Source: an optimization exercise on an open RTL-to-GDS flow (aim: small area, a short achievable clock period and few clock cycles). Production flows keep margins and buffers that such runs may drop.
In this exercise RTL edits were held to simulation tests only and were not proved equivalent to the original.
Power is estimated from default activity; no workload was simulated.

Design VCU, start of the top module:
module VCU#(
    parameter NoOfElem = 4,
    parameter wordSize = 32,
    parameter memDepthC = 32,
    localparam memDepth = memDepthC - 2,
    localparam insSpace = 8  
)
(
    input clk,
    input RESET,
    input memWRTDone,
    input [wordSize - 1:0] BRAMdataIn,  
    output logic [wordSize-1: 0] BRAMDataOut,  
    output logic [memDepth-1+2:0]BRAMaddrByte,
    output logic [3:0]BRAMWREN,
    output logic BRAMENMEM,
    output logic done
);
export LEC_CHECK = 0
export ABC_AREA = 1
export CAP_MARGIN = 10
export CORE_MARGIN = 2
export CORE_UTILIZATION = 40
export PLACE_DENSITY = 0.6
export SLEW_MARGIN = 10
create_clock -name core_clock -period 10.0 [get_ports {clk}]
standard.sh (not shown) runs the stock make flow with config.mk's settings and CLKGATE_MAP_FILE= SYNTH_SCRIPT=/design/flow/synth_recipe.tcl, a recipe that flattens the netlist after the stock synthesis.
==> flow/flow/run.sh <==
#!/bin/bash
# Standard layout (the standard.sh, standard synthesis), with:
#  - a clock tree without dummy loads, in larger sink clusters;
#  - every input and output port buffered with a plain buffer rather than a
#    delay cell.
# The SDC, clock period and I/O constraints are unchanged.
set -euo pipefail
bash standard.sh SETUP_SLACK_MARGIN=6.8 \
  "CTS_ARGS=-sink_clustering_enable -repair_clock_nets -dont_use_dummy_load -sink_clustering_size 30 -sink_clustering_max_diameter 80" \
  "BUFFER_PORTS_ARGS=-buffer_cell sky130_fd_sc_hd__buf_2" \
  finish > standard_flow.log 2>&1
The first run finished clean.
Testbench counts at the start, summed over its fixed seeds: cycles 42,337.
==> next run, changes <==
--- a/flow/flow/run.sh
+++ b/flow/flow/run.sh
@@ -8 +8 @@
-bash standard.sh SETUP_SLACK_MARGIN=6.8 \
+bash standard.sh SETUP_SLACK_MARGIN=7.1 \
ABC_AREA = unset   (was 1)
CAP_MARGIN = 20   (was 10)
SLEW_MARGIN = 20   (was 10)
Result:
- core utilization came out higher by 3.1 points
- total power climbs by 23%
- clock power is higher by about 3%
- final cell count falls by 5.5%
- critical path depth does not change
- setup slack loses 0.057 ns
- design area rose by 7.0%
- sequential share of layout area falls by 3.0 points
- maximum frequency came out lower by 1.8%
==> next run, changes <==
--- a/flow/flow/run.sh
+++ b/flow/flow/run.sh
@@ -8 +8 @@
-bash standard.sh SETUP_SLACK_MARGIN=7.1 \
+bash standard.sh SETUP_SLACK_MARGIN=6.8 \
ABC_AREA = 1   (was unset)
TNS_END_PERCENT = 20   (was unset)
- setup slack improves by 0.014 ns
- sequential cell count stays the same
- synthesized area barely changes
- worst hold slack degrades by 0.0049 ns
- design area went down by 7.1%
- utilization went down by 3.3 points
- clock power went down by about 4%
- clock skew went down by 0.035 ns
- critical path depth went up by 6
==> next run, changes <==
CORE_UTILIZATION = 55   (was 40)
PLACE_DENSITY = 0.7   (was 0.6)
TNS_END_PERCENT = unset   (was 20)
Global-route usage grows by 6.1 points.
Die area falls by 27%.
Final area came out lower by 0.39%.
Fmax rises by 0.31%.
Area after synthesis does not change.
Worst hold slack is worse by 0.0035 ns.
Via count rises by 1.7%.
Power falls by 1.3%.
Utilization came out higher by 16 points.
==> next run, changes <==
ABC_AREA = unset   (was 1)
CORE_UTILIZATION = 40   (was 55)
PLACE_DENSITY = 0.6   (was 0.7)
The new run ran to the end with no violations.
Worst setup slack degrades by 0.0079 ns.
Final cell count hardly moves.
Global-route usage decreases by 6.9 points.
Total power rose by about a fifth.
==> next run, changes <==
ABC_AREA = 1   (was unset)
The new run completed with no timing, DRC or antenna violations.
Setup slack improves by 0.033 ns.
Cell area goes down by 1.3%.
Sequential share of layout area climbs by 0.56 points.


## job 6551
Another version of the RTL of VCU (not shown whole).
Size: ~3,600 cells after synthesis, ~1,100 flip-flops, about 110 I/O pins, roughly 0.043 mm2 of cells after synthesis.
==> flow/config.mk <==
export PLATFORM = sky130hd
export DESIGN_NAME = VCU
export DESIGN_NICKNAME = VCU
export VERILOG_FILES = /design/flow/design.v
export SDC_FILE = /design/flow/constraint.sdc
export NUM_CORES = 4
export LEC_CHECK = 0
export CAP_MARGIN = 20
export CORE_MARGIN = 2
export CORE_UTILIZATION = 60
export PLACE_DENSITY = 0.72
export SLEW_MARGIN = 20
==> flow/constraint.sdc <==
create_clock -name core_clock -period 10.0 [get_ports {clk}]
set_input_delay 2.0000 -clock core_clock [delete_from_list [all_inputs] [get_ports {clk}]]
set_output_delay 2.0000 -clock core_clock [all_outputs]
set_load 0.01 [all_outputs]
==> flow/flow/run.sh <==
#!/bin/bash
set -euo pipefail
bash standard.sh SETUP_SLACK_MARGIN=6.5 \
  "CTS_ARGS=-sink_clustering_enable -repair_clock_nets -dont_use_dummy_load -sink_clustering_size 30 -sink_clustering_max_diameter 80" \
  finish > standard_flow.log 2>&1
Job 6551 ended with every stage complete and zero timing, DRC or antenna violations.
Testbench counts of job 6551, summed over its fixed seeds: cycles 42,677.
Changes in job 6162 relative to job 6551:
Settings: CORE_UTILIZATION: 60 -> 40; PLACE_DENSITY: 0.72 -> 0.6.
==> flow/flow/run.sh <==
#!/bin/bash
set -euo pipefail
bash standard.sh SETUP_SLACK_MARGIN=6.5 finish > standard_flow.log 2>&1
Findings:
Job 6162 went all the way through synthesis, placement and routing and the layout is clean on timing, DRC and antenna. Looking at worst setup path endpoint, the accA[30] result is from job 6162; the accA[28] one comes from job 6551. In job 6162, antenna diode instance count is higher than in job 6551. Job 6551 → job 6162: number of core rows increased about 22%; cell count increased 591; data-path buffer share of cell area in the final layout decreased 0.42 points. Route | job 6162 vs job 6551 | wire longer in job 6162. Shortest clock period the worst path allows after layout ended up 0.10 ns lower on job 6162 than on job 6551. Global-route usage came out lower on job 6162 than on job 6551. Compared to job 6551, job 6162 has sequential share of layout area 2.7 points lower. Number of global-route vias before repair on job 6162 is down relative to job 6551.
> inputs changed (job 6162 -> job 1734)
==> flow/flow/run.sh <==
#!/bin/bash
set -euo pipefail
bash standard.sh SETUP_SLACK_MARGIN=6.5 \
  "CTS_ARGS=-sink_clustering_enable -repair_clock_nets -dont_use_dummy_load -sink_clustering_size 30 -sink_clustering_max_diameter 80" \
  finish > standard_flow.log 2>&1
## What came out
Job 1734 went all the way through the flow, and no timing, DRC or antenna check failed.
Job 1734: final critical delay including setup and external delays 0.024 ns below job 6162
Compared with job 6162, in job 1734 insertion delay of the later-clocked pin in the worst-skew pair dropped 0.03 ns; power dissipated by switching net loads now sits lower; initial antenna violation count saw an increase; final worst slack went up 0.024 ns.
Job 6162 → job 1734: final hold slack decreased by 0.014 ns relative to the old numbers; share of layout cells above drive strength 1 has decreased; wire length fell about 1.4%.
Looking at area growth from synthesis to layout, job 1734 sits 5.6 points below job 6162.


RTL: one of the versions met above, not the one the previous note started from.
Size in the first run: ~1000 flip-flops, roughly 110 I/O pins.
Settings: LEC_CHECK=0, ABC_AREA=1, CAP_MARGIN=20, CORE_MARGIN=2, CORE_UTILIZATION=40, CTS_CLUSTER_DIAMETER=80, CTS_CLUSTER_SIZE=30, PLACE_DENSITY=0.6, SETUP_SLACK_MARGIN=5, SLEW_MARGIN=20; clock period 10.0 ns.
run.sh (not shown) runs the stock make flow with config.mk's settings and CLKGATE_MAP_FILE= SYNTH_SCRIPT=/design/flow/synth_recipe.tcl, a recipe that flattens the netlist after the stock synthesis.
Stock flow here: none of the scripts above is used.
Testbench counts at the start, summed over its fixed seeds: cycles 42,337.
Then changed:
==> flow/flow/run.sh (new file) <==
#!/bin/bash
# Standard layout (the standard.sh, standard synthesis), with:
#  - a clock tree without dummy loads, in larger sink clusters;
#  - every input and output port buffered with a plain buffer rather than a
#    delay cell.
# The SDC, clock period and I/O constraints are unchanged.
set -euo pipefail
bash standard.sh SETUP_SLACK_MARGIN=6.5 \
  "CTS_ARGS=-sink_clustering_enable -repair_clock_nets -dont_use_dummy_load -sink_clustering_size 30 -sink_clustering_max_diameter 80" \
  "BUFFER_PORTS_ARGS=-buffer_cell sky130_fd_sc_hd__buf_2" \
  finish > standard_flow.log 2>&1
==> flow/standard.sh (new file) <==
#!/bin/bash
# synth_recipe.tcl (not shown) runs the flow's synth.tcl, then flattens the netlist and writes it again
# the make line also repeats each setting of config.mk as NAME=value (left out here)
make -C /OpenROAD-flow-scripts/flow DESIGN_CONFIG=/design/flow/config.mk WORK_HOME=/design/flow/orfs CLKGATE_MAP_FILE= SYNTH_SCRIPT=/design/flow/synth_recipe.tcl "${@:-finish}"
- ABC_AREA: 1 -> default
- CTS_CLUSTER_DIAMETER: 80 -> default
- CTS_CLUSTER_SIZE: 30 -> default
- SETUP_SLACK_MARGIN: 5 -> default
removed: flow/run.sh
Outcome: The new run ran to the end with no violations. Register-to-register slack gains 0.18 ns. Count of clock-buffer cells in the layout falls by 7. Worst setup slack gains 0.18 ns. Routed wire length falls by 6.8%. Critical path depth rises by 7. Sequential share of layout area rises by 0.66 points. Via count falls by 6.9%. Die area hardly moves. Synthesized cell count falls by 10%.


lane 1:
VCU, a different RTL version from the one above (not shown whole).
Size in the first run: about 3500 cells after synthesis, roughly 1100 flip-flops, about 110 I/O pins, about 43000 µm² of cells after synthesis.
clock: 10.0 ns
lec_check: 0
cap_margin: 20
core_margin: 2
core_utilization: 40
place_density: 0.6
slew_margin: 20
standard.sh (not shown) runs the stock make flow with config.mk's settings and CLKGATE_MAP_FILE= SYNTH_SCRIPT=/design/flow/synth_recipe.tcl, a recipe that flattens the netlist after the stock synthesis.
==> flow/flow/run.sh <==
#!/bin/bash
# Standard layout (the standard.sh, standard synthesis), with:
#  - a clock tree without dummy loads, in larger sink clusters;
#  - every input and output port buffered with a plain buffer rather than a
#    delay cell.
# The SDC, clock period and I/O constraints are unchanged.
set -euo pipefail
bash standard.sh SETUP_SLACK_MARGIN=6.5 \
  "CTS_ARGS=-sink_clustering_enable -repair_clock_nets -dont_use_dummy_load -sink_clustering_size 30 -sink_clustering_max_diameter 80" \
  "BUFFER_PORTS_ARGS=-buffer_cell sky130_fd_sc_hd__buf_2" \
  finish > standard_flow.log 2>&1
Lane 1 reached the end of the flow, and the finished layout is clean on the timing, DRC and antenna checks.
Testbench counts of lane 1, summed over its fixed seeds: cycles 42,677.
### lane 1 -> lane 2
diff --git a/flow/flow/run.sh b/flow/flow/run.sh
--- a/flow/flow/run.sh
+++ b/flow/flow/run.sh
@@ -7,3 +7,3 @@
 set -euo pipefail
-bash standard.sh SETUP_SLACK_MARGIN=6.5 \
+bash standard.sh SETUP_SLACK_MARGIN=6.8 \
   "CTS_ARGS=-sink_clustering_enable -repair_clock_nets -dont_use_dummy_load -sink_clustering_size 30 -sink_clustering_max_diameter 80" \
## What came out
Status lane 2: flow complete, layout not clean - antenna rules
Lower number of clock-tree buffers in the layout among lane 2 and lane 1: lane 1
The share of cells above drive strength 1 number comes out higher for lane 2 vs lane 1.
Summary: with lane 1 as the reference, switching power in lane 2 moved up slightly.
Final cell count, lane 2 and lane 1: higher on lane 2
Lane 1 → lane 2: cell area now sits higher, least setup slack across all paths after layout went up, number of ordinary and repair buffers in the finished layout up about 32%, number of antenna violations at the first check in global routing saw a decrease.


Another version of the RTL of VCU (not shown whole).
Size: about 3,700 cells after synthesis, about 110 I/O pins.
Design VCU, start of the top module:
module VCU#(
    parameter NoOfElem = 4,
    parameter wordSize = 32,
    parameter memDepthC = 32,
    localparam memDepth = memDepthC - 2,
    localparam insSpace = 8  
)
(
    input clk,
    input RESET,
    input memWRTDone,
    input [wordSize - 1:0] BRAMdataIn,  
    output logic [wordSize-1: 0] BRAMDataOut,  
    output logic [memDepth-1+2:0]BRAMaddrByte,
    output logic [3:0]BRAMWREN,
    output logic BRAMENMEM,
    output logic done
);
make LEC_CHECK=0 CAP_MARGIN=20 CORE_MARGIN=2 CORE_UTILIZATION=40 PLACE_DENSITY=0.6 SETUP_SLACK_MARGIN=5 SLEW_MARGIN=20 finish   # period 10.0 ns
run.sh (not shown) runs the stock make flow with config.mk's settings and CLKGATE_MAP_FILE= SYNTH_SCRIPT=/design/flow/synth_recipe.tcl, a recipe that flattens the netlist after the stock synthesis.
Stock flow here: none of the scripts above is used.
The starting point completed without violations.
Testbench counts at the start, summed over its fixed seeds: cycles 43,236.
Next try:
==> flow/flow/run.sh (new file) <==
#!/bin/bash
set -euo pipefail
bash standard.sh SETUP_SLACK_MARGIN=6.5 finish > standard_flow.log 2>&1
==> flow/standard.sh (new file) <==
#!/bin/bash
# synth_recipe.tcl (not shown) runs the flow's synth.tcl, then flattens the netlist and writes it again
# the make line also repeats each setting of config.mk as NAME=value (left out here)
make -C /OpenROAD-flow-scripts/flow DESIGN_CONFIG=/design/flow/config.mk WORK_HOME=/design/flow/orfs CLKGATE_MAP_FILE= SYNTH_SCRIPT=/design/flow/synth_recipe.tcl "${@:-finish}"
SETUP_SLACK_MARGIN = default   (was 5)
removed: flow/run.sh
Outcome: Power barely changes; combinational power rises by about 3%; design area rises by 1.9%; maximum frequency rises by about 27%; final cell count rises by about 1.1%; worst hold slack loses 0.0075 ns; worst setup slack gains 0.99 ns; critical path depth rises by 2; via count rises by about 0.6%.


## job 101
Starting RTL as in the previous note.
Design VCU, start of the top module:
module VCU#(
    parameter NoOfElem = 4,
    parameter wordSize = 32,
    parameter memDepthC = 32,
    localparam memDepth = memDepthC - 2,
    localparam insSpace = 8  
)
(
    input clk,
    input RESET,
    input memWRTDone,
    input [wordSize - 1:0] BRAMdataIn,  
    output logic [wordSize-1: 0] BRAMDataOut,  
    output logic [memDepth-1+2:0]BRAMaddrByte,
    output logic [3:0]BRAMWREN,
    output logic BRAMENMEM,
    output logic done
);
export LEC_CHECK = 0
export CAP_MARGIN = 20
export CORE_MARGIN = 2
export CORE_UTILIZATION = 40
export PLACE_DENSITY = 0.6
export SLEW_MARGIN = 20
create_clock -name core_clock -period 10.0 [get_ports {clk}]
Stock flow here: none of the scripts above is used.
Testbench counts of job 101, summed over its fixed seeds: cycles 43,236.
The inputs of job 102 differ from those of job 101 as listed below.
==> flow/flow/run.sh (new file) <==
#!/bin/bash
set -euo pipefail
bash standard.sh SETUP_SLACK_MARGIN=7.2 finish > standard_flow.log 2>&1
==> flow/standard.sh (new file) <==
#!/bin/bash
# synth_recipe.tcl (not shown) runs the flow's synth.tcl, then flattens the netlist and writes it again
# the make line also repeats each setting of config.mk as NAME=value (left out here)
make -C /OpenROAD-flow-scripts/flow DESIGN_CONFIG=/design/flow/config.mk WORK_HOME=/design/flow/orfs CLKGATE_MAP_FILE= SYNTH_SCRIPT=/design/flow/synth_recipe.tcl "${@:-finish}"
removed: flow/run.sh
### Flow results
Run comparison: job 101 standard cell with the maximum stage delay on the critical path sky130_fd_sc_hd__edfxtp_1; job 102 standard cell with the maximum stage delay on the critical path sky130_fd_sc_hd__fa_1. The final layout from job 101, which completed every stage, passed the timing, DRC and antenna checks at the end of the flow. Job 102 closes out successfully: all stages finished, all timing, DRC and antenna checks passed. Setup WNS job 101 -> job 102: better. Combinational share of power up 3.7 points in job 102 wrt job 101. A topmost layer with routed signal wires of met5 is what job 101 shows, while met4 belongs to job 102. Relative to job 101, fill cell instance count of the final layout has gone down in job 102. From job 101 to job 102 the numbers moved as follows: transition at the pin with the smallest max-transition slack fell by 0.17 ns, clock network area share fell by 0.79 points, final RePlAce weighted congestion fell by 0.0085.

-- afterwards: timing with drivers on the ports --
In the flow no input, the clock included, has a driving cell. The finished layouts below were timed again as built, in two steps. Step 1 (the two cells are an assumption about what drives the block):
set clk [get_ports {clk}]
set_driving_cell -lib_cell sky130_fd_sc_hd__clkbuf_16 $clk
set_driving_cell -lib_cell sky130_fd_sc_hd__buf_2 [delete_from_list [all_inputs] $clk]
Step 2 times the ports against the registers' clock, not the clock port: input delays grow and output delays shrink by t, the midpoint of the rising clock arrivals with the driver on. a / b / c = ideal / step 1 / step 2; a / b = the first two.
run | shift t [ns] | setup slack, ns | slew at the worst register clock pin (ns)
the first run of note 1 | 0.677 | 6.846 / 6.769 / 6.546 | 0.12 / 0.12
the second run of note 1 | 0.669 | 6.789 / 6.720 / 6.443 | 0.11 / 0.11
the third run of note 1 | 0.686 | 6.803 / 6.758 / 6.547 | 0.12 / 0.12
the fourth run of note 1 | 0.675 | 6.812 / 6.784 / 6.411 | 0.11 / 0.11
the fifth run of note 1 | 0.666 | 6.804 / 6.740 / 6.370 | 0.11 / 0.11
the sixth run of note 1 | 0.684 | 6.838 / 6.761 / 6.525 | 0.12 / 0.12
job 6551 | 0.666 | 6.346 / 6.346 / 6.346 | 0.11 / 0.11
job 6162 | 0.743 | 6.450 / 6.450 / 6.450 | 0.07 / 0.07
job 1734 | 0.691 | 6.474 / 6.472 / 6.474 | 0.11 / 0.11
the first run of note 3 | 0.701 | 6.402 / 6.345 / 5.998 | 0.12 / 0.12
the second run of note 3 | 0.683 | 6.578 / 6.578 / 6.451 | 0.11 / 0.11
lane 1 | 0.679 | 6.630 / 6.630 / 6.447 | 0.12 / 0.12
lane 2 | 0.686 | 6.820 / 6.750 / 6.443 | 0.11 / 0.11
the first run of note 5 | 0.750 | 5.318 / 5.318 / 5.318 | 0.07 / 0.07
the second run of note 5 | 0.752 | 6.309 / 6.309 / 6.309 | 0.07 / 0.07
job 101 | 0.748 | 4.925 / 4.925 / 4.925 | 0.07 / 0.07
job 102 | 0.741 | 6.255 / 6.255 / 6.255 | 0.07 / 0.07
For the fifth run of note 1, which loses most, drivers alone change the setup slack by -0.064 ns; drivers and shift together by -0.434 ns.
